This design comes from an exercise in tuning for small area, a short achievable clock period and few clock cycles per item on the open sky130 flow, not from production work. Where RTL was checked, it was by simulation tests only, not by an equivalence proof against the original.

==> inputs of branch onyx <==
Design sha1_core, start of the top module:
module sha1_core (
  input               clk,
  input               rst_n,
  input               din_vld,
  input       [31:0]  din,
  input               use_prec_cv,
  output  reg         busy,
  output  reg         dout_vld,
  output      [159:0] dout
  );
==> module sha1_core, before the edit <==
module sha1_core (
  input               clk,
  input               rst_n,
  input               din_vld,
  input       [31:0]  din,
  input               use_prec_cv,
  output  reg         busy,
  output  reg         dout_vld,
  output      [159:0] dout
  );
localparam  [31:0]  H0_INIT = 32'h67452301,
                    H1_INIT = 32'hefcdab89,
                    H2_INIT = 32'h98badcfe,
                    H3_INIT = 32'h10325476,
                    H4_INIT = 32'hc3d2e1f0;
localparam  [31:0]  K0 = 32'h5A827999,
                    K1 = 32'h6ED9EBA1,
                    K2 = 32'h8F1BBCDC,
                    K3 = 32'hCA62C1D6;
reg         run;
reg  [6:0]  q;
reg         hv;                    
reg         upc;                   
reg         ld2, l2h, l2i;         
reg         l1h, l1i;              
reg  [3:0]  fch, fpa, fmj;         
reg         unrot;                 
reg         ren;                   
reg         wz;                    
reg         dl;                    
reg  [31:0] kr;                    
wire start  = din_vld & ~busy;
wire upc_in = use_prec_cv & hv;
wire [6:0] qn = start ? 7'd0 : (run ? q + 7'd1 : q);
wire       rn = start | (run & (q != 7'd85));
always @(posedge clk or negedge rst_n) begin
  if (~rst_n) begin
    run      <= 1'b0;
    q        <= 7'd0;
    hv       <= 1'b0;
    busy     <= 1'b0;
    dout_vld <= 1'b0;
    ld2      <= 1'b0;
    l2h      <= 1'b0;
    l2i      <= 1'b0;
    l1h      <= 1'b0;
    l1i      <= 1'b0;
    unrot    <= 1'b0;
    ren      <= 1'b0;
    dl       <= 1'b0;
  end else begin
    run      <= rn;
    q        <= qn;
    dout_vld <= run & (q == 7'd84);
    if (start) busy <= 1'b1;
    else if (run & (q == 7'd83)) busy <= 1'b0;
    if (run & (q == 7'd80)) hv <= 1'b1;
    ld2   <= start;
    l2h   <= start & upc_in;
    l2i   <= start & ~upc_in;
    l1h   <= ld2 & upc;
    l1i   <= ld2 & ~upc;
    unrot <= rn & ((qn == 7'd82) | (qn == 7'd83));
    ren   <= rn & (qn >= 7'd79) & (qn <= 7'd84);
    dl    <= rn & (qn == 7'd84);
  end
end
wire fch_n = rn & (qn >= 7'd1)  & (qn <= 7'd20);
wire fpa_n = rn & (((qn >= 7'd21) & (qn <= 7'd40)) | ((qn >= 7'd61) & (qn <= 7'd80)));
wire fmj_n = rn & (qn >= 7'd41) & (qn <= 7'd60);
wire [3:0] fx_n = {rn & (qn == 7'd83), rn & (qn == 7'd82), rn & (qn == 7'd81), 1'b0};
always @(posedge clk) begin
  if (start) upc <= upc_in;
  fch <= {4{fch_n}} | fx_n;
  fpa <= {4{fpa_n}} | fx_n;
  fmj <= {4{fmj_n}} | fx_n;
  wz  <= rn & (qn >= 7'd79) & (qn <= 7'd83);
  kr  <= ~rn          ? 32'd0 :
         (qn <= 7'd19) ? K0 :
         (qn <= 7'd39) ? K1 :
         (qn <= 7'd59) ? K2 :
         (qn <= 7'd79) ? K3 :
         (qn >= 7'd85) ? 32'd0 :
         upc           ? h4 :
         (qn == 7'd80) ? H4_INIT :
         (qn == 7'd81) ? H3_INIT :
         (qn == 7'd82) ? H2_INIT :
         (qn == 7'd83) ? H1_INIT : H0_INIT;
end
reg  [31:0] w [0:15];
wire [31:0] wx   = w[13] ^ w[8] ^ w[2] ^ w[0];
wire [31:0] wnxt = {wx[30:0], wx[31]};
integer i;
always @(posedge clk) begin
  for (i = 0; i < 15; i = i + 1) w[i] <= w[i+1];
  w[15] <= din_vld ? din : (wz ? 32'd0 : wnxt);
end
reg  [31:0] h0, h1, h2, h3, h4;    
reg  [31:0] a, b, c, g, p;
function [31:0] rep(input s);
  rep = {32{s}};
endfunction
function [31:0] byt(input [3:0] s);
  byt = {{8{s[3]}}, {8{s[2]}}, {8{s[1]}}, {8{s[0]}}};
endfunction
wire [31:0] fx  = a;
wire [31:0] fy  = {b[1:0], b[31:2]};
wire [31:0] fz  = c;
wire [31:0] yz  = fy ^ fz;
wire [31:0] sch = byt(fch);
wire [31:0] spa = byt(fpa);
wire [31:0] smj = byt(fmj);
wire [31:0] fg  = (sch & fz) | (spa & yz) | (smj & fy & fz);
wire [31:0] fm  = spa | ((sch | smj) & yz);
wire [31:0] f   = fg ^ (fx & fm);
wire [31:0] a_nxt = {a[26:0], a[31:27]} + g;
wire [31:0] g_nxt = p + f;
wire [31:0] p_nxt = c + w[15] + kr;
wire        lda = ld2 | l1h | l1i;
wire [31:0] rh2 = {h2[29:0], h2[31:30]};
wire [31:0] ri2 = {H2_INIT[29:0], H2_INIT[31:30]};
wire [31:0] cv4 = upc_in ? (dl ? h3 : h4) : H4_INIT;
always @(posedge clk) begin
  a <= (rep(~lda) & a_nxt) | (rep(l2h) & h1) | (rep(l2i) & H1_INIT)
                           | (rep(l1h) & h0) | (rep(l1i) & H0_INIT);
  b <= (rep(~ld2) & a) | (rep(l2h) & rh2) | (rep(l2i) & ri2);
  c <= start ? cv4 :
       (rep(~ld2) & (unrot ? b : {b[1:0], b[31:2]})) | (rep(l2h) & h3) | (rep(l2i) & H3_INIT);
  g <= g_nxt;
  p <= p_nxt;
  if (ren) begin
    h0 <= p_nxt;
    h1 <= h0;
    h2 <= h1;
    h3 <= h2;
    h4 <= h3;
  end
end
assign dout = {h0, h1, h2, h3, h4};
endmodule
export LEC_CHECK = 0
export ABC_AREA = 1
export CAP_MARGIN = 20
export CORE_MARGIN = 2
export CORE_UTILIZATION = 40
export SETUP_SLACK_MARGIN = 4.1
export SLEW_MARGIN = 20
export TNS_END_PERCENT = 30
create_clock -name core_clock -period 7.0 [get_ports {clk}]
standard.sh (not shown) runs the stock make flow with config.mk's settings and CLKGATE_MAP_FILE= SYNTH_SCRIPT=/design/flow/synth_recipe.tcl, a recipe that flattens the netlist after the stock synthesis.
==> flow/flow/run.sh <==
#!/bin/bash
# Layout flow: the standard ORFS flow (standard.sh, unchanged synthesis),
# with these ORFS settings passed through the environment:
#  - ports buffered with a plain buffer cell instead of the default choice
#  - clock tree built without dummy loads
#  - optional power/area recovery on paths with positive slack
# Each tool's output is written to standard.log in this folder
# (ORFS's own per-step logs stay under orfs/logs).
set -uo pipefail
source flow/opts.sh
bash standard.sh > standard.log 2>&1
==> flow/flow/opts.sh <==
export BUFFER_PORTS_ARGS="-buffer_cell sky130_fd_sc_hd__buf_1"
export CTS_ARGS="-sink_clustering_enable -repair_clock_nets -dont_use_dummy_load -buf_list sky130_fd_sc_hd__clkbuf_8 -sink_clustering_size 22 -sink_clustering_max_diameter 50"
==> branch zinc: changes against branch onyx <==
==> flow/flow/opts.sh (replaced) <==
export BUFFER_PORTS_ARGS="-buffer_cell sky130_fd_sc_hd__buf_1"
export CTS_ARGS="-sink_clustering_enable -repair_clock_nets -dont_use_dummy_load -buf_list sky130_fd_sc_hd__clkbuf_8 -sink_clustering_size 22 -sink_clustering_max_diameter 50"
export RECOVER_POWER=100
SETUP_SLACK_MARGIN = 4.05   (was 4.1)
TNS_END_PERCENT = not set   (was 30)
==> branch pepper: changes against branch onyx <==
==> flow/design.v (replaced) <==
module sha1_core (
  input               clk,
  input               rst_n,
  input               din_vld,
  input       [31:0]  din,
  input               use_prec_cv,
  output  reg         busy,
  output  reg         dout_vld,
  output      [159:0] dout
  );
localparam  [31:0]  H0_INIT = 32'h67452301,
                    H1_INIT = 32'hefcdab89,
                    H2_INIT = 32'h98badcfe,
                    H3_INIT = 32'h10325476,
                    H4_INIT = 32'hc3d2e1f0;
localparam  [31:0]  K0 = 32'h5A827999,
                    K1 = 32'h6ED9EBA1,
                    K2 = 32'h8F1BBCDC,
                    K3 = 32'hCA62C1D6;
reg         run;
reg  [6:0]  q;
reg         hv;                    
reg         upc;                   
reg         ld2, l2h, l2i;         
reg         l1h, l1i;              
reg         fch, fpa, fmj;         
reg         fchb, fpab, fmjb;      
reg         k0s, k1s, k2s, k3s;    
reg         drain, dnh;            
reg         dsb, dnhb;             
reg  [4:0]  dni;                   
reg         unrot;                 
wire start  = din_vld & ~busy;
wire upc_in = use_prec_cv & hv;
wire [6:0] qn = start ? 7'd0 : (run ? q + 7'd1 : q);
wire       rn = start | (run & (q != 7'd85));
always @(posedge clk or negedge rst_n) begin
  if (~rst_n) begin
    run      <= 1'b0;
    q        <= 7'd0;
    hv       <= 1'b0;
    busy     <= 1'b0;
    dout_vld <= 1'b0;
    ld2      <= 1'b0;
    l2h      <= 1'b0;
    l2i      <= 1'b0;
    l1h      <= 1'b0;
    l1i      <= 1'b0;
    fch      <= 1'b0;
    fpa      <= 1'b0;
    fmj      <= 1'b0;
    fchb     <= 1'b0;
    fpab     <= 1'b0;
    fmjb     <= 1'b0;
    dsb      <= 1'b0;
    dnhb     <= 1'b0;
    k0s      <= 1'b0;
    k1s      <= 1'b0;
    k2s      <= 1'b0;
    k3s      <= 1'b0;
    drain    <= 1'b0;
    dnh      <= 1'b0;
    dni      <= 5'd0;
    unrot    <= 1'b0;
  end else begin
    run      <= rn;
    q        <= qn;
    dout_vld <= run & (q == 7'd84);
    if (start) busy <= 1'b1;
    else if (run & (q == 7'd83)) busy <= 1'b0;
    if (run & (q == 7'd80)) hv <= 1'b1;
    ld2   <= start;
    l2h   <= start & upc_in;
    l2i   <= start & ~upc_in;
    l1h   <= ld2 & upc;
    l1i   <= ld2 & ~upc;
    fch   <= rn & (qn >= 7'd1)  & (qn <= 7'd20);
    fpa   <= rn & (((qn >= 7'd21) & (qn <= 7'd40)) | ((qn >= 7'd61) & (qn <= 7'd80)));
    fmj   <= rn & (qn >= 7'd41) & (qn <= 7'd60);
    fchb  <= rn & (qn <= 7'd20);
    fpab  <= rn & ((qn == 7'd0) | ((qn >= 7'd21) & (qn <= 7'd40)) | ((qn >= 7'd61) & (qn <= 7'd80)));
    fmjb  <= rn & ((qn == 7'd0) | ((qn >= 7'd41) & (qn <= 7'd60)));
    dsb   <= rn & (qn >= 7'd80) & (qn <= 7'd85);
    dnhb  <= rn & (qn >= 7'd80) & (qn <= 7'd85) & upc;
    k0s   <= rn & (qn <= 7'd19);
    k1s   <= rn & (qn >= 7'd20) & (qn <= 7'd39);
    k2s   <= rn & (qn >= 7'd40) & (qn <= 7'd59);
    k3s   <= rn & (qn >= 7'd60) & (qn <= 7'd79);
    drain <= rn & (qn >= 7'd80) & (qn <= 7'd84);
    dnh   <= rn & (qn >= 7'd80) & (qn <= 7'd84) & upc;
    dni   <= {(qn == 7'd84), (qn == 7'd83), (qn == 7'd82), (qn == 7'd81), (qn == 7'd80)}
             & {5{rn & ~upc}};
    unrot <= rn & ((qn == 7'd82) | (qn == 7'd83));
  end
end
always @(posedge clk) begin
  if (start) upc <= upc_in;
end
reg  [31:0] w [0:15];
wire [31:0] wx   = w[13] ^ w[8] ^ w[2] ^ w[0];
wire [31:0] wnxt = {wx[30:0], wx[31]};
integer i;
always @(posedge clk) begin
  for (i = 0; i < 15; i = i + 1) w[i] <= w[i+1];
  w[15] <= din_vld ? din : wnxt;
end
reg  [31:0] h0, h1, h2, h3, h4;    
reg  [31:0] a, b, c, g, p;
function [31:0] rep(input s);
  rep = {32{s}};
endfunction
wire [31:0] fx  = a;
wire [31:0] fy  = {b[1:0], b[31:2]};
wire [31:0] fz  = c;
wire [31:0] yz  = fy ^ fz;
wire [31:0] sch = {{16{fchb}}, {16{fch}}};
wire [31:0] spa = {{16{fpab}}, {16{fpa}}};
wire [31:0] smj = {{16{fmjb}}, {16{fmj}}};
wire [31:0] fg  = (sch & fz) | (spa & yz) | (smj & fy & fz);
wire [31:0] fm  = spa | ((sch | smj) & yz);
wire [31:0] f   = fg ^ (fx & fm);
wire [31:0] k = (rep(k0s) & K0) | (rep(k1s) & K1) | (rep(k2s) & K2) | (rep(k3s) & K3);
wire [31:0] ivd = (rep(dni[0]) & H4_INIT) | (rep(dni[1]) & H3_INIT) | (rep(dni[2]) & H2_INIT)
                | (rep(dni[3]) & H1_INIT) | (rep(dni[4]) & H0_INIT);
wire [31:0] a_nxt = {a[26:0], a[31:27]} + g;
wire [31:0] g_nxt = p + f;
wire [31:0] px    = (rep(~ld2) & c) | (rep(l2h) & h4) | (rep(l2i) & H4_INIT);
wire [31:0] sdr   = {{16{dsb}}, {16{drain}}};
wire [31:0] sdh   = {{16{dnhb}}, {16{dnh}}};
wire [31:0] py    = (~sdr & w[15]) | (sdh & h4);
wire [31:0] p_nxt = px + py + (k | ivd);
wire        lda = ld2 | l1h | l1i;
wire [31:0] rh2 = {h2[29:0], h2[31:30]};
wire [31:0] ri2 = {H2_INIT[29:0], H2_INIT[31:30]};
always @(posedge clk) begin
  a <= (rep(~lda) & a_nxt) | (rep(l2h) & h1) | (rep(l2i) & H1_INIT)
                           | (rep(l1h) & h0) | (rep(l1i) & H0_INIT);
  b <= (rep(~ld2) & a) | (rep(l2h) & rh2) | (rep(l2i) & ri2);
  c <= (rep(~ld2) & (unrot ? b : {b[1:0], b[31:2]})) | (rep(l2h) & h3) | (rep(l2i) & H3_INIT);
  g <= g_nxt;
  p <= p_nxt;
  if (drain) begin
    h0 <= p_nxt;
    h1 <= h0;
    h2 <= h1;
    h3 <= h2;
    h4 <= h3;
  end
end
assign dout = {h0, h1, h2, h3, h4};
endmodule
==> flow/run.sh (new file) <==
#!/bin/bash
# synth_recipe.tcl (not shown) runs the flow's synth.tcl, then flattens the netlist and writes it again
# the make line also repeats each setting of config.mk as NAME=value (left out here)
make -C /OpenROAD-flow-scripts/flow DESIGN_CONFIG=/design/flow/config.mk WORK_HOME=/design/flow/orfs CLKGATE_MAP_FILE= SYNTH_SCRIPT=/design/flow/synth_recipe.tcl finish
ABC_AREA = not set   (was 1)
SETUP_SLACK_MARGIN = 3.8   (was 4.1)
TNS_END_PERCENT = not set   (was 30)
removed: flow/flow/run.sh
removed: flow/flow/opts.sh
removed: flow/standard.sh
==> flow_metrics.env <==
export IMPL_status="complete, but fails checks"
export IMPL_so_faults="max-capacitance violations, max-slew violations"
export IMPL_numPlacedInstances=4126
export IMPL_worstSetupPathDepth=12
export IMPL_multi_input_gates=1773
export IMPL_clkCellAreaFrac_pct=3.374
export IMPL_cp_top_family="buffers and inverters"
export IMPL_maxCapViolations=4
export IMPL_cpMaxStageDelayCell="clkinvlp_2"
export IMPL_slew_violations=182
export IMPL_gr_usage_met2_pct=35.30
# the run above: branch zinc

==> flow_metrics.env <==
export IMPL_status="finished clean"
export IMPL_worstSetupPathDepth=16
export IMPL_multi_input_gates=1521
export IMPL_numPlacedInstances=3771
export IMPL_cp_top_family="compound AO/OA/AOI/OAI gates"
export IMPL_postCtsSetupRepairBufs=100
export IMPL_clkCellAreaFrac_pct=7.544
export IMPL_gr_usage_met2_pct=35.15
export IMPL_wl_per_cell_um=23.84
export IMPL_slew_violations=0
# the run above: branch pepper

==> flow_metrics.env <==
export IMPL_status="finished clean"
export IMPL_maxCapViolations=0
export IMPL_slew_violations=0
export IMPL_numPlacedInstances=4127
export IMPL_worstSetupPathDepth=9
export IMPL_clkCellAreaFrac_pct=3.320
export IMPL_multi_input_gates=1773
# the run above: branch onyx

Testbench counts of branch onyx, summed over its fixed seeds: cycles 21,768, blocks 256.
Testbench counts of branch zinc, summed over its fixed seeds: cycles 21,768, blocks 256.
Function not checked in branch pepper: the RTL went through the layout flow alone.

## what the ideal ports hide
The results above use ideal ports. As a check the final layouts listed here were re-extracted and re-timed, cells and wires unchanged.
Step 1 assumes that a clkbuf_16 drives the clock port and a buf_2 every other input.
Step 2 times the ports against the registers' clock, not the clock port: input delays grow and output delays shrink by t, the midpoint of the rising clock arrivals with the driver on.
Three values: ideal, step 1, step 2; two values: the first two.
| run | t (ns) | setup WS [ns] | clock arrival spread, ns |
|---|---|---|---|
| branch onyx | 0.760 | 4.023 / 3.962 / 3.433 | 0.106 / 0.107 |
| branch zinc | 0.744 | 2.223 / 2.265 / 1.521 | 0.077 / 0.077 |
| branch pepper | 0.714 | 3.104 / 3.104 / 3.104 | 0.035 / 0.035 |
The setup slack of branch zinc, which loses most, moves by +0.042 ns with the drivers and by -0.702 ns with both steps.
